Background: an optimization exercise with open tools, aiming at small area, a short achievable clock period and few clock cycles. Do not read the settings as production practice. The RTL was checked by simulation tests, not by an equivalence proof against the original design. Power is estimated from default activity; no workload was simulated.

==> inputs of build 17 <==
// Two_D_Conv_with_S_and_P
module Two_D_Conv_with_S_and_P #(parameter Width = 16 )(
  input  [Width-1:0] A_in,
  input  [Width-1:0] B_in,
  input  RST, CLK,
  input  [5:0] N1, M1, S1, P1, O1,
  output reg [Width-1:0] FINAL_OUT,
  output reg Done
);
  localparam L = 5;
  function [2:0] add7;
    input [2:0] a, b;
    reg [3:0] s;
    begin
      s = a + b;
      add7 = (s >= 4'd7) ? s - 4'd7 : s[2:0];
    end
  endfunction
  function [2:0] sub7;
    input [2:0] a, b;
    begin
      sub7 = (a >= b) ? a - b : a + 3'd7 - b;
    end
  endfunction
  function [2:0] mul7;
    input [2:0] a, b;
    begin
      case ({a, b})
        6'd0: mul7 = 3'd0;
        6'd1: mul7 = 3'd0;
        6'd2: mul7 = 3'd0;
        6'd3: mul7 = 3'd0;
        6'd4: mul7 = 3'd0;
        6'd5: mul7 = 3'd0;
        6'd6: mul7 = 3'd0;
        6'd7: mul7 = 3'd0;
        6'd8: mul7 = 3'd0;
        6'd9: mul7 = 3'd1;
        6'd10: mul7 = 3'd2;
        6'd11: mul7 = 3'd3;
        6'd12: mul7 = 3'd4;
        6'd13: mul7 = 3'd5;
        6'd14: mul7 = 3'd6;
        6'd15: mul7 = 3'd0;
        6'd16: mul7 = 3'd0;
        6'd17: mul7 = 3'd2;
        6'd18: mul7 = 3'd4;
        6'd19: mul7 = 3'd6;
        6'd20: mul7 = 3'd1;
        6'd21: mul7 = 3'd3;
        6'd22: mul7 = 3'd5;
        6'd23: mul7 = 3'd0;
        6'd24: mul7 = 3'd0;
        6'd25: mul7 = 3'd3;
        6'd26: mul7 = 3'd6;
        6'd27: mul7 = 3'd2;
        6'd28: mul7 = 3'd5;
        6'd29: mul7 = 3'd1;
        6'd30: mul7 = 3'd4;
        6'd31: mul7 = 3'd0;
        6'd32: mul7 = 3'd0;
        6'd33: mul7 = 3'd4;
        6'd34: mul7 = 3'd1;
        6'd35: mul7 = 3'd5;
        6'd36: mul7 = 3'd2;
        6'd37: mul7 = 3'd6;
        6'd38: mul7 = 3'd3;
        6'd39: mul7 = 3'd0;
        6'd40: mul7 = 3'd0;
        6'd41: mul7 = 3'd5;
        6'd42: mul7 = 3'd3;
        6'd43: mul7 = 3'd1;
        6'd44: mul7 = 3'd6;
        6'd45: mul7 = 3'd4;
        6'd46: mul7 = 3'd2;
        6'd47: mul7 = 3'd0;
        6'd48: mul7 = 3'd0;
        6'd49: mul7 = 3'd6;
        6'd50: mul7 = 3'd5;
        6'd51: mul7 = 3'd4;
        6'd52: mul7 = 3'd3;
        6'd53: mul7 = 3'd2;
  ...
Settings: LEC_CHECK=0, CAP_MARGIN=20, CORE_MARGIN=2, CORE_UTILIZATION=70, CTS_CLUSTER_DIAMETER=120, CTS_CLUSTER_SIZE=20, SLEW_MARGIN=20; clock period 15.0 ns.
standard.sh (not shown) runs the stock make flow with config.mk's settings and CLKGATE_MAP_FILE= SYNTH_SCRIPT=/design/flow/synth_recipe.tcl, a recipe that flattens the netlist after the stock synthesis.
==> flow/flow/run.sh <==
#!/bin/bash
# Layout flow: the standard ORFS flow, with timing repair asked to leave
# setup slack beyond what the 15 ns clock needs (the clock, constraints and
# every other step stay as the standard flow has them).
set -euo pipefail
bash standard.sh SETUP_SLACK_MARGIN=11 finish > flow_make.log 2>&1
==> inputs of trial 33, as changes to build 17 <==
--- a/flow/design.v
+++ b/flow/design.v
@@ -180,47 +180,48 @@
       end
     end
   endfunction
   reg [2:0] kN7, kS7, kM7, kP7, kP1;
   reg signed [4:0] k_top0;        
   reg [2:0] kOm1, kNm1;           
   reg k_m6, k_m7;
   reg signed [4:0] k_bot0;        
+  reg signed [4:0] k_c1, k_cl1;   
   reg signed [4:0] k_n5;          
   always @(posedge CLK) begin
     k_bot0 <= sM - 5'sd1 - sP;
+    k_c1  <= sS - sP;
+    k_cl1 <= sS - sP + sM - 5'sd1;
     k_n5  <= sN - 5'sd5;
     kN7   <= (cN == 3'd7) ? 3'd0 : cN;
     kS7   <= (cS == 3'd7) ? 3'd0 : cS;
     kM7   <= (cM == 3'd7) ? 3'd0 : cM;
     kP7   <= {1'b0, cP};
     kP1   <= (cP == 2'd0) ? 3'd6 : {1'b0, cP} - 3'd1;
     k_top0 <= -sP;
     kOm1  <= cO - 3'd1;
     kNm1  <= cN - 3'd1;
     k_m6  <= (cM == 3'd6);
     k_m7  <= (cM == 3'd7);
   end
+  reg [2:0] kSN7, kSM7;
   reg [2:0] k_bN0, k_kM0;         
   reg [2:0] k_last0;              
   reg [4:0] k_lm0;                
-  reg       k_lms0;               
-  always @(posedge CLK) begin
-    k_bN0 <= add7((cP == 2'd0) ? 3'd6 : {1'b0, cP} - 3'd1,
-                  mul7({1'b0, cP}, (cN == 3'd7) ? 3'd0 : cN));
-    k_kM0 <= sub7(3'd6, mul7({1'b0, cP}, (cM == 3'd7) ? 3'd0 : cM));
-    k_last0 <= clipcol(sM - 5'sd1 - sP, cN);
-    k_lm0 <= lanemask(-sP, cM, cN);
-    k_lms0 <= (5'sd5 - sP < sN);
-  end
-  reg [2:0] kSN7, kSM7;
+  reg       k_lms0, k_lms1;       
   always @(posedge CLK) begin
     kSN7  <= mul7(kS7, kN7);
     kSM7  <= mul7(kS7, kM7);
+    k_bN0 <= add7(kP1, mul7(kP7, kN7));
+    k_kM0 <= sub7(3'd6, mul7(kP7, kM7));
+    k_last0 <= clipcol(k_bot0, cN);
+    k_lm0 <= lanemask(k_top0, cM, cN);
+    k_lms0 <= (k_top0 + 5'sd5 < sN);
+    k_lms1 <= (k_top0 + sS + 5'sd5 < sN);
   end
   function [2:0] clipcol;
     input signed [4:0] xl;
     input [2:0] n;
     reg signed [4:0] nn;
     begin
       nn = {2'b00, n};
       if (xl >= nn) clipcol = n - 3'd1;
@@ -241,55 +242,70 @@
       ua_ = t[4] ? -t[2:0] : 3'd0;
       rb_ = (b >= nn) ? n - 3'd1 : b[2:0];
       e   = (t >= nn) || b[4];
       ba_ = t[4] ? p1 : bN;                     
       ka_ = t[4] ? kM : 3'd6;                   
       rowdesc = {e, ka_, ba_, ua_, rb_, ra_, kM, bN, b, t};
     end
   endfunction
-  reg        go0;               
+  function [17:0] coldesc;
+    input signed [4:0] x, xl;
+    input [2:0] m, n;
+    begin
+      coldesc = {lanemask(x, m, n), clipcol(xl, n), x, xl};
+    end
+  endfunction
+  reg        go0, go1;          
   reg        run;               
   reg [2:0]  oi, oj;            
   reg [2:0]  ra, rb, ua;        
   reg        empty;             
-  reg [15:0] crow;              
+  reg [15:0] nrow;              
+  reg [2:0]  n_ra, n_rb, n_ua;
+  reg        n_empty;
   reg signed [4:0] c0;          
   reg [2:0]  cend;              
   reg [4:0]  lmo;               
-  reg signed [4:0] cl;          
+  reg signed [4:0] n_c0, n_cl;  
+  reg [2:0]  n_cend;
+  reg [4:0]  n_lmo;
   reg [2:0]  r, u;              
   reg        sub;               
   reg [6:0]  rsel;              
   reg [6:0]  bsel, ksel;        
   reg [4:0]  lmask;             
   wire a_now = adone || (r < ar) || (r == ar && cend < ac);
   wire a_byp = awr && (r == ar) && (cend == ac) && !k_m6;
   wire a_ok  = a_now || a_byp;
   wire k_ok  = kdone || (u < kr);
   wire avail = empty || (a_ok && k_ok);
   wire last_row  = empty || (r == rb);
   wire more_sub  = k_m6 && !sub && !empty;
   wire step_last = last_row && !more_sub;
   wire issue     = run && !k_m7 && avail;
   wire col_adv   = issue && !more_sub && last_row && (oj != kOm1);
   wire row_adv   = issue && !more_sub && last_row && (oj == kOm1) && (oi != kOm1);
-  wire signed [4:0] crow_t = crow[4:0];
-  wire signed [4:0] crow_b = crow[9:5];
-  wire [31:0] rd_n  = rowdesc(crow_t + sS, crow_b + sS,
-                              sub7(crow[12:10], kSN7), add7(crow[15:13], kSM7), cN, kP1);
-  wire signed [4:0] c0_n = c0 + sS;
-  wire signed [4:0] cl_n = cl + sS;
-  wire [4:0] lm_n = lanemask(c0_n, cM, cN);
+  wire [15:0] rbase = go1 ? nrow : {k_kM0, k_bN0, k_bot0, k_top0};
+  reg  [31:0] rd_0;             
+  always @(posedge CLK) rd_0 <= rowdesc(k_top0, k_bot0, kP1, sub7(3'd6, mul7(kP7, kM7)), cN, kP1);
+  wire signed [4:0] rbase_t = rbase[4:0];
+  wire signed [4:0] rbase_b = rbase[9:5];
+  wire [31:0] rd_2  = rowdesc(rbase_t + sS, rbase_b + sS,
+                              sub7(rbase[12:10], kSN7), add7(rbase[15:13], kSM7), cN, kP1);
+  wire [17:0] cd_n2 = coldesc(n_c0 + sS, n_cl + sS, cM, cN);    
+  reg  [17:0] cd_1;              
+  always @(posedge CLK) cd_1 <= coldesc(k_c1, k_cl1, cM, cN);
   reg         lm_sub;                                      
-  wire c_init = !go0;
-  wire c_sub  = go0 && issue && more_sub;
-  wire c_radv = go0 && issue && !more_sub && !last_row;
-  wire c_cadv = go0 && col_adv;
-  wire c_oadv = go0 && row_adv;
+  reg         n_lm_sub;
+  wire c_init = !go1;
+  wire c_sub  = go1 && issue && more_sub;
+  wire c_radv = go1 && issue && !more_sub && !last_row;
+  wire c_cadv = go1 && col_adv;
+  wire c_oadv = go1 && row_adv;
   wire c_stay = !(c_init || c_sub || c_radv || c_cadv || c_oadv);
   function [6:0] rotl;              
     input [6:0] x;
     input integer a;
     integer i;
     begin
       for (i = 0; i < 7; i = i + 1) rotl[i] = x[(i + 7 - a) % 7];
     end
@@ -308,89 +324,103 @@
   reg [6:0] rN1, rM1, rS1;          
   always @(posedge CLK) begin
     rN1 <= onehot7(sub7(3'd1, kN7));
     rM1 <= onehot7(sub7(3'd1, kM7));
     rS1 <= onehot7(sub7(3'd1, kS7));
   end
   reg [6:0] Bh, Ah, NAh, Kh, KAh, NKAh;
   wire [2:0] tn = tm7_n;
-  wire [6:0] b_init  = onehot7(add7(tn, kP1));
-  wire [6:0] k_init  = onehot7(add7(tn, k_kM0));
+  wire [6:0] b_init  = onehot7(add7(tn, rd_0[27:25]));
+  wire [6:0] k_init  = onehot7(add7(tn, rd_0[30:28]));
+  reg [2:0] n_ba, n_ka;
+  reg       n_ld;
+  wire [6:0] nb_new  = onehot7(add7(tn, n_ba));
+  wire [6:0] nk_new  = onehot7(add7(tn, n_ka));
   wire [6:0] b_radv  = rotk(Bh, rN1);
   wire [6:0] k_radv  = rotk(Kh, rM1);
   wire [6:0] a_cadv  = rotk(Ah, rS1);
   wire [6:0] sub_bsel = rotk(Bh, (u == 3'd5) ? 7'b0001000 : onehot7(sub7(3'd0, u)));
   wire [6:0] sub_ksel = onehot7(add7(tn, 3'd5));
   wire [4:0] sub_lane = (u == 3'd5) ? 5'b00001 : (5'b10000 >> u);
   reg        kbin;                  
   reg        first_pend;            
   wire [6:0] Bh_x = ({7{c_init}} & b_init) | ({7{c_radv}} & b_radv) | ({7{c_cadv}} & a_cadv)
                   | ({7{c_oadv}} & rotl(NAh, 1)) | ({7{c_stay | c_sub}} & rotl(Bh, 1));
   wire [6:0] Kh_x = ({7{c_init}} & k_init) | ({7{c_radv}} & k_radv) | ({7{c_cadv}} & rotl(KAh, 1))
                   | ({7{c_oadv}} & rotl(NKAh, 1)) | ({7{c_stay | c_sub}} & rotl(Kh, 1));
   always @(posedge CLK or posedge RST) begin
     if (RST) begin
-      go0 <= 1'b0;
+      go0 <= 1'b0; go1 <= 1'b0;
       run <= 1'b0;
     end else begin
-      go0 <= go;
-      if (c_init) run <= go;
-      if (go0 && issue && !more_sub && last_row && oj == kOm1 && oi == kOm1)
+      go0 <= go; go1 <= go0;
+      if (c_init) run <= go0;
+      if (go1 && issue && !more_sub && last_row && oj == kOm1 && oi == kOm1)
         run <= 1'b0;
     end
   end
   always @(posedge CLK) begin
     begin
       Bh <= Bh_x; Kh <= Kh_x;
       Ah <= c_init ? b_init : c_cadv ? a_cadv : c_oadv ? rotl(NAh, 1) : rotl(Ah, 1);
       KAh <= c_init ? k_init : c_oadv ? rotl(NKAh, 1) : rotl(KAh, 1);
-      NAh <= onehot7(add7(tn, rd_n[27:25]));
-      NKAh <= onehot7(add7(tn, rd_n[30:28]));
+      n_ld <= c_init || c_oadv;
+      if (c_init || c_oadv) begin
+        n_ba <= rd_2[27:25];
+        n_ka <= rd_2[30:28];
+      end
+      NAh <= n_ld ? nb_new : rotl(NAh, 1);
+      NKAh <= n_ld ? nk_new : rotl(NKAh, 1);
       bsel <= c_sub ? sub_bsel : (c_stay ? rotl(bsel, 1) : Bh_x);
       ksel <= c_sub ? sub_ksel : (c_stay ? rotl(ksel, 1) : Kh_x);
       kbin <= k_m7 || (c_sub && u == 3'd5) || (c_stay && kbin);
       if (c_init) begin
         sub <= 1'b0; first_pend <= 1'b1;
-        empty <= k_bot0[4];
-        r <= 3'd0; u <= kP7; rsel <= 7'd1;
-        lmask <= k_bot0[4] ? 5'd0 : k_lm0;
+        empty <= rd_0[31];
+        r <= rd_0[18:16]; u <= rd_0[24:22]; rsel <= onehot7(rd_0[18:16]);
+        lmask <= rd_0[31] ? 5'd0 : k_lm0;
         oi <= 3'd0; oj <= 3'd0;
-        ra <= 3'd0; rb <= k_last0; ua <= kP7;
-        crow <= {k_kM0, k_bN0, k_bot0, k_top0};
-        c0 <= k_top0; cl <= k_bot0; cend <= k_last0; lmo <= k_lm0;
+        {ua, rb, ra} <= rd_0[24:16];
+        c0 <= k_top0; cend <= k_last0; lmo <= k_lm0;
         lm_sub <= k_lms0;
+        {n_empty, n_ua, n_rb, n_ra, nrow} <= {rd_2[31], rd_2[24:0]};
+        {n_lmo, n_cend, n_c0, n_cl} <= cd_1;
+        n_lm_sub <= k_lms1;
       end
       if (c_sub) begin
         sub <= 1'b1;
         lmask <= lm_sub ? sub_lane : 5'd0;
       end
       if (c_radv) begin
         sub <= 1'b0;
         r <= r + 3'd1; u <= u + 3'd1; rsel <= {rsel[5:0], rsel[6]};
         lmask <= lmo;
       end
       if (c_cadv) begin
         sub <= 1'b0;
         r <= ra; u <= ua; rsel <= onehot7(ra);
-        lmask <= empty ? 5'd0 : lm_n;
+        lmask <= empty ? 5'd0 : n_lmo;
         oj <= oj + 3'd1;
-        c0 <= c0_n; cl <= cl_n; cend <= clipcol(cl_n, cN); lmo <= lm_n;
-        lm_sub <= (c0_n < k_n5);
+        c0 <= n_c0; cend <= n_cend; lmo <= n_lmo; lm_sub <= n_lm_sub;
+        {n_lmo, n_cend, n_c0, n_cl} <= cd_n2;
+        n_lm_sub <= (n_c0 + sS < k_n5);
       end
       if (c_oadv) begin
         sub <= 1'b0;
-        empty <= rd_n[31];
-        r <= rd_n[18:16]; u <= rd_n[24:22]; rsel <= onehot7(rd_n[18:16]);
-        lmask <= rd_n[31] ? 5'd0 : k_lm0;
+        empty <= n_empty;
+        r <= n_ra; u <= n_ua; rsel <= onehot7(n_ra);
+        lmask <= n_empty ? 5'd0 : k_lm0;
         oi <= oi + 3'd1; oj <= 3'd0;
-        {ua, rb, ra} <= rd_n[24:16];
-        crow <= rd_n[15:0];
-        c0 <= k_top0; cl <= k_bot0; cend <= k_last0; lmo <= k_lm0;
+        {ua, rb, ra} <= {n_ua, n_rb, n_ra};
+        c0 <= k_top0; cend <= k_last0; lmo <= k_lm0;
         lm_sub <= k_lms0;
+        {n_empty, n_ua, n_rb, n_ra, nrow} <= {rd_2[31], rd_2[24:0]};
+        {n_lmo, n_cend, n_c0, n_cl} <= cd_1;
+        n_lm_sub <= k_lms1;
       end
       if (issue) first_pend <= step_last;
       if (k_m7) begin
         rsel <= onehot7(ar);
         bsel <= 7'd1;
         lmask <= 5'd1;
       end
     end
@@ -428,17 +458,17 @@
   integer l, ss;
   reg [Width-1:0] av, kv;
   always @(posedge CLK) begin
     for (l = 0; l < L; l = l + 1) begin
       av = {Width{1'b0}};
       kv = {Width{1'b0}};
       for (ss = 0; ss < 7; ss = ss + 1) begin
         av = av | ({Width{bsel[(ss + l) % 7]}} & rowv[ss]);
-        kv = kv | ({Width{ksel[(ss + l) % 7] & lmask[l]}} & kring[l][ss]);
+        kv = kv | ({Width{ksel[(ss + l) % 7]}} & kring[l][ss]);
       end
       la[l] <= (!a_now && !k_m7 && ltop[l]) ? A_in : lmask[l] ? av : {Width{1'b0}};
       lk[l] <= booth_enc((l == 0 && kbin) ? bin_r : kv);
     end
   end
   always @(posedge CLK) begin
     m7v <= k_m7 && awr;
     m7f <= ar == 3'd0 && ac == 3'd0;
CORE_UTILIZATION = 60   (was 70)
CTS_CLUSTER_DIAMETER = not set   (was 120)
CTS_CLUSTER_SIZE = not set   (was 20)
==> inputs of trial 79, as changes to build 17 <==
--- a/flow/design.v
+++ b/flow/design.v
@@ -195,32 +195,29 @@
     kP7   <= {1'b0, cP};
     kP1   <= (cP == 2'd0) ? 3'd6 : {1'b0, cP} - 3'd1;
     k_top0 <= -sP;
     kOm1  <= cO - 3'd1;
     kNm1  <= cN - 3'd1;
     k_m6  <= (cM == 3'd6);
     k_m7  <= (cM == 3'd7);
   end
+  reg [2:0] kSN7, kSM7;
   reg [2:0] k_bN0, k_kM0;         
   reg [2:0] k_last0;              
   reg [4:0] k_lm0;                
   reg       k_lms0;               
   always @(posedge CLK) begin
-    k_bN0 <= add7((cP == 2'd0) ? 3'd6 : {1'b0, cP} - 3'd1,
-                  mul7({1'b0, cP}, (cN == 3'd7) ? 3'd0 : cN));
-    k_kM0 <= sub7(3'd6, mul7({1'b0, cP}, (cM == 3'd7) ? 3'd0 : cM));
-    k_last0 <= clipcol(sM - 5'sd1 - sP, cN);
-    k_lm0 <= lanemask(-sP, cM, cN);
-    k_lms0 <= (5'sd5 - sP < sN);
-  end
-  reg [2:0] kSN7, kSM7;
-  always @(posedge CLK) begin
     kSN7  <= mul7(kS7, kN7);
     kSM7  <= mul7(kS7, kM7);
+    k_bN0 <= add7(kP1, mul7(kP7, kN7));
+    k_kM0 <= sub7(3'd6, mul7(kP7, kM7));
+    k_last0 <= clipcol(k_bot0, cN);
+    k_lm0 <= lanemask(k_top0, cM, cN);
+    k_lms0 <= (k_top0 + 5'sd5 < sN);
   end
   function [2:0] clipcol;
     input signed [4:0] xl;
     input [2:0] n;
     reg signed [4:0] nn;
     begin
       nn = {2'b00, n};
       if (xl >= nn) clipcol = n - 3'd1;
@@ -241,22 +238,24 @@
       ua_ = t[4] ? -t[2:0] : 3'd0;
       rb_ = (b >= nn) ? n - 3'd1 : b[2:0];
       e   = (t >= nn) || b[4];
       ba_ = t[4] ? p1 : bN;                     
       ka_ = t[4] ? kM : 3'd6;                   
       rowdesc = {e, ka_, ba_, ua_, rb_, ra_, kM, bN, b, t};
     end
   endfunction
-  reg        go0;               
+  reg        go0, go1;          
   reg        run;               
   reg [2:0]  oi, oj;            
   reg [2:0]  ra, rb, ua;        
   reg        empty;             
-  reg [15:0] crow;              
+  reg [15:0] nrow;              
+  reg [2:0]  n_ra, n_rb, n_ua;
+  reg        n_empty;
   reg signed [4:0] c0;          
   reg [2:0]  cend;              
   reg [4:0]  lmo;               
   reg signed [4:0] cl;          
   reg [2:0]  r, u;              
   reg        sub;               
   reg [6:0]  rsel;              
   reg [6:0]  bsel, ksel;        
@@ -267,29 +266,32 @@
   wire k_ok  = kdone || (u < kr);
   wire avail = empty || (a_ok && k_ok);
   wire last_row  = empty || (r == rb);
   wire more_sub  = k_m6 && !sub && !empty;
   wire step_last = last_row && !more_sub;
   wire issue     = run && !k_m7 && avail;
   wire col_adv   = issue && !more_sub && last_row && (oj != kOm1);
   wire row_adv   = issue && !more_sub && last_row && (oj == kOm1) && (oi != kOm1);
-  wire signed [4:0] crow_t = crow[4:0];
-  wire signed [4:0] crow_b = crow[9:5];
-  wire [31:0] rd_n  = rowdesc(crow_t + sS, crow_b + sS,
-                              sub7(crow[12:10], kSN7), add7(crow[15:13], kSM7), cN, kP1);
+  wire [15:0] rbase = go1 ? nrow : {k_kM0, k_bN0, k_bot0, k_top0};
+  reg  [31:0] rd_0;             
+  always @(posedge CLK) rd_0 <= rowdesc(k_top0, k_bot0, kP1, sub7(3'd6, mul7(kP7, kM7)), cN, kP1);
+  wire signed [4:0] rbase_t = rbase[4:0];
+  wire signed [4:0] rbase_b = rbase[9:5];
+  wire [31:0] rd_2  = rowdesc(rbase_t + sS, rbase_b + sS,
+                              sub7(rbase[12:10], kSN7), add7(rbase[15:13], kSM7), cN, kP1);
   wire signed [4:0] c0_n = c0 + sS;
   wire signed [4:0] cl_n = cl + sS;
   wire [4:0] lm_n = lanemask(c0_n, cM, cN);
   reg         lm_sub;                                      
-  wire c_init = !go0;
-  wire c_sub  = go0 && issue && more_sub;
-  wire c_radv = go0 && issue && !more_sub && !last_row;
-  wire c_cadv = go0 && col_adv;
-  wire c_oadv = go0 && row_adv;
+  wire c_init = !go1;
+  wire c_sub  = go1 && issue && more_sub;
+  wire c_radv = go1 && issue && !more_sub && !last_row;
+  wire c_cadv = go1 && col_adv;
+  wire c_oadv = go1 && row_adv;
   wire c_stay = !(c_init || c_sub || c_radv || c_cadv || c_oadv);
   function [6:0] rotl;              
     input [6:0] x;
     input integer a;
     integer i;
     begin
       for (i = 0; i < 7; i = i + 1) rotl[i] = x[(i + 7 - a) % 7];
     end
@@ -308,61 +310,70 @@
   reg [6:0] rN1, rM1, rS1;          
   always @(posedge CLK) begin
     rN1 <= onehot7(sub7(3'd1, kN7));
     rM1 <= onehot7(sub7(3'd1, kM7));
     rS1 <= onehot7(sub7(3'd1, kS7));
   end
   reg [6:0] Bh, Ah, NAh, Kh, KAh, NKAh;
   wire [2:0] tn = tm7_n;
-  wire [6:0] b_init  = onehot7(add7(tn, kP1));
-  wire [6:0] k_init  = onehot7(add7(tn, k_kM0));
+  wire [6:0] b_init  = onehot7(add7(tn, rd_0[27:25]));
+  wire [6:0] k_init  = onehot7(add7(tn, rd_0[30:28]));
+  reg [2:0] n_ba, n_ka;
+  reg       n_ld;
+  wire [6:0] nb_new  = onehot7(add7(tn, n_ba));
+  wire [6:0] nk_new  = onehot7(add7(tn, n_ka));
   wire [6:0] b_radv  = rotk(Bh, rN1);
   wire [6:0] k_radv  = rotk(Kh, rM1);
   wire [6:0] a_cadv  = rotk(Ah, rS1);
   wire [6:0] sub_bsel = rotk(Bh, (u == 3'd5) ? 7'b0001000 : onehot7(sub7(3'd0, u)));
   wire [6:0] sub_ksel = onehot7(add7(tn, 3'd5));
   wire [4:0] sub_lane = (u == 3'd5) ? 5'b00001 : (5'b10000 >> u);
   reg        kbin;                  
   reg        first_pend;            
   wire [6:0] Bh_x = ({7{c_init}} & b_init) | ({7{c_radv}} & b_radv) | ({7{c_cadv}} & a_cadv)
                   | ({7{c_oadv}} & rotl(NAh, 1)) | ({7{c_stay | c_sub}} & rotl(Bh, 1));
   wire [6:0] Kh_x = ({7{c_init}} & k_init) | ({7{c_radv}} & k_radv) | ({7{c_cadv}} & rotl(KAh, 1))
                   | ({7{c_oadv}} & rotl(NKAh, 1)) | ({7{c_stay | c_sub}} & rotl(Kh, 1));
   always @(posedge CLK or posedge RST) begin
     if (RST) begin
-      go0 <= 1'b0;
+      go0 <= 1'b0; go1 <= 1'b0;
       run <= 1'b0;
     end else begin
-      go0 <= go;
-      if (c_init) run <= go;
-      if (go0 && issue && !more_sub && last_row && oj == kOm1 && oi == kOm1)
+      go0 <= go; go1 <= go0;
+      if (c_init) run <= go0;
+      if (go1 && issue && !more_sub && last_row && oj == kOm1 && oi == kOm1)
         run <= 1'b0;
     end
   end
   always @(posedge CLK) begin
     begin
       Bh <= Bh_x; Kh <= Kh_x;
       Ah <= c_init ? b_init : c_cadv ? a_cadv : c_oadv ? rotl(NAh, 1) : rotl(Ah, 1);
       KAh <= c_init ? k_init : c_oadv ? rotl(NKAh, 1) : rotl(KAh, 1);
-      NAh <= onehot7(add7(tn, rd_n[27:25]));
-      NKAh <= onehot7(add7(tn, rd_n[30:28]));
+      n_ld <= c_init || c_oadv;
+      if (c_init || c_oadv) begin
+        n_ba <= rd_2[27:25];
+        n_ka <= rd_2[30:28];
+      end
+      NAh <= n_ld ? nb_new : rotl(NAh, 1);
+      NKAh <= n_ld ? nk_new : rotl(NKAh, 1);
       bsel <= c_sub ? sub_bsel : (c_stay ? rotl(bsel, 1) : Bh_x);
       ksel <= c_sub ? sub_ksel : (c_stay ? rotl(ksel, 1) : Kh_x);
       kbin <= k_m7 || (c_sub && u == 3'd5) || (c_stay && kbin);
       if (c_init) begin
         sub <= 1'b0; first_pend <= 1'b1;
-        empty <= k_bot0[4];
-        r <= 3'd0; u <= kP7; rsel <= 7'd1;
-        lmask <= k_bot0[4] ? 5'd0 : k_lm0;
+        empty <= rd_0[31];
+        r <= rd_0[18:16]; u <= rd_0[24:22]; rsel <= onehot7(rd_0[18:16]);
+        lmask <= rd_0[31] ? 5'd0 : k_lm0;
         oi <= 3'd0; oj <= 3'd0;
-        ra <= 3'd0; rb <= k_last0; ua <= kP7;
-        crow <= {k_kM0, k_bN0, k_bot0, k_top0};
+        {ua, rb, ra} <= rd_0[24:16];
         c0 <= k_top0; cl <= k_bot0; cend <= k_last0; lmo <= k_lm0;
         lm_sub <= k_lms0;
+        {n_empty, n_ua, n_rb, n_ra, nrow} <= {rd_2[31], rd_2[24:0]};
       end
       if (c_sub) begin
         sub <= 1'b1;
         lmask <= lm_sub ? sub_lane : 5'd0;
       end
       if (c_radv) begin
         sub <= 1'b0;
         r <= r + 3'd1; u <= u + 3'd1; rsel <= {rsel[5:0], rsel[6]};
@@ -373,24 +384,24 @@
         r <= ra; u <= ua; rsel <= onehot7(ra);
         lmask <= empty ? 5'd0 : lm_n;
         oj <= oj + 3'd1;
         c0 <= c0_n; cl <= cl_n; cend <= clipcol(cl_n, cN); lmo <= lm_n;
         lm_sub <= (c0_n < k_n5);
       end
       if (c_oadv) begin
         sub <= 1'b0;
-        empty <= rd_n[31];
-        r <= rd_n[18:16]; u <= rd_n[24:22]; rsel <= onehot7(rd_n[18:16]);
-        lmask <= rd_n[31] ? 5'd0 : k_lm0;
+        empty <= n_empty;
+        r <= n_ra; u <= n_ua; rsel <= onehot7(n_ra);
+        lmask <= n_empty ? 5'd0 : k_lm0;
         oi <= oi + 3'd1; oj <= 3'd0;
-        {ua, rb, ra} <= rd_n[24:16];
-        crow <= rd_n[15:0];
+        {ua, rb, ra} <= {n_ua, n_rb, n_ra};
         c0 <= k_top0; cl <= k_bot0; cend <= k_last0; lmo <= k_lm0;
         lm_sub <= k_lms0;
+        {n_empty, n_ua, n_rb, n_ra, nrow} <= {rd_2[31], rd_2[24:0]};
       end
       if (issue) first_pend <= step_last;
       if (k_m7) begin
         rsel <= onehot7(ar);
         bsel <= 7'd1;
         lmask <= 5'd1;
       end
     end
==> notes <==
Non-clock buffer count, highest first: trial 33, trial 79, build 17.
Of trial 79 and trial 33, trial 33 has the higher register-to-register slack (gap 50 ps).
Count of clock-buffer cells in the layout: trial 33 > trial 79 > build 17.
Global-route usage, lowest first: trial 33, build 17, trial 79.
Between trial 33 and trial 79, the lower synthesized cell count is in trial 33 (gap 0.39%, measured against trial 79).
Worst hold slack, highest first: trial 33, trial 79, build 17.
Of trial 79 and trial 33, trial 33 has the higher total power (gap about 11%, measured against trial 33).
Of trial 79 and build 17, trial 79 has the higher clock power (gap about 2%, measured against build 17).
==> figures <==
Outcome: trial 79 timing/DRC/antenna clean; build 17 timing/DRC/antenna clean; trial 33 timing/DRC/antenna clean
Longest individual stage delay on the worst path: trial 79 320 ps; build 17 310 ps; trial 33 320 ps
Critical hold path startpoint: trial 79 aring[10][11]; build 17 aring[40][15]; trial 33 aring[19][2]
Simple-gate share of the synthesized area: trial 79 6.57%; build 17 6.65%; trial 33 5.70%
Final critical-path share of the clock period: trial 79 28.0%; build 17 27.8%; trial 33 28.3%
End-of-flow core utilization: trial 79 74.1%; build 17 74.0%; trial 33 66.9%
Final sequential cell count: trial 79 2025; build 17 1991; trial 33 2061
Ratio of routed vias to standard cells: trial 79 6.59; build 17 6.61; trial 33 6.23
Initial antenna violation count: trial 79 1; build 17 1; trial 33 6
Final period demand of the worst path: trial 79 4200 ps; build 17 4180 ps; trial 33 4250 ps
Final routed wire length divided by cell count: trial 79 24.8 um; build 17 24.6 um; trial 33 24.5 um
Post-route cell area: trial 79 87300 um2; build 17 85700 um2; trial 33 92200 um2
Hold Worst Slack: trial 79 302 ps; build 17 299 ps; trial 33 302 ps
Reported sequential group power: trial 79 0.00950 W; build 17 0.00937 W; trial 33 0.00968 W
Fraction of power consumed by combinational cells: trial 79 47.4%; build 17 46.0%; trial 33 44.9%
All-layer global routing usage: trial 79 35.1%; build 17 34.9%; trial 33 31.3%
Nonclk inv count: trial 79 492; build 17 466; trial 33 494
Number of tap cells added at floorplan: trial 79 1536; build 17 1524; trial 33 1794
Testbench counts of build 17, summed over its fixed seeds: cycles 52,448.
Testbench counts of trial 33, summed over its fixed seeds: cycles 52,651.
Testbench counts of trial 79, summed over its fixed seeds: cycles 52,651.

what the ideal ports hide:
The flow's constraints put no driver on any port. The routed layouts listed below were extracted and timed again, unchanged, in two steps. Step 1, drivers: a clkbuf_16 drives CLK and a buf_2 each remaining input, both assumed. Step 2 adds t to the input delays and takes it off the output delays; t is the mean of the earliest and latest rising clock arrival at the registers after step 1. Input paths then give back, and output paths get back, about the clock's delay inside the block. Three values: no drivers, after step 1, after step 2; two values: the first two.
run	t (ns)	setup WS [ns]	slew at the worst register clock pin (ns)
build 17	0.793	10.823 / 10.751 / 10.549	0.09 / 0.09
trial 33	0.887	10.755 / 10.678 / 10.593	0.07 / 0.07
trial 79	0.792	10.804 / 10.732 / 10.577	0.10 / 0.10
After both steps every run listed still meets setup and hold. The setup slack of build 17, which loses most, moves by -0.072 ns with the drivers and by -0.274 ns with both steps.
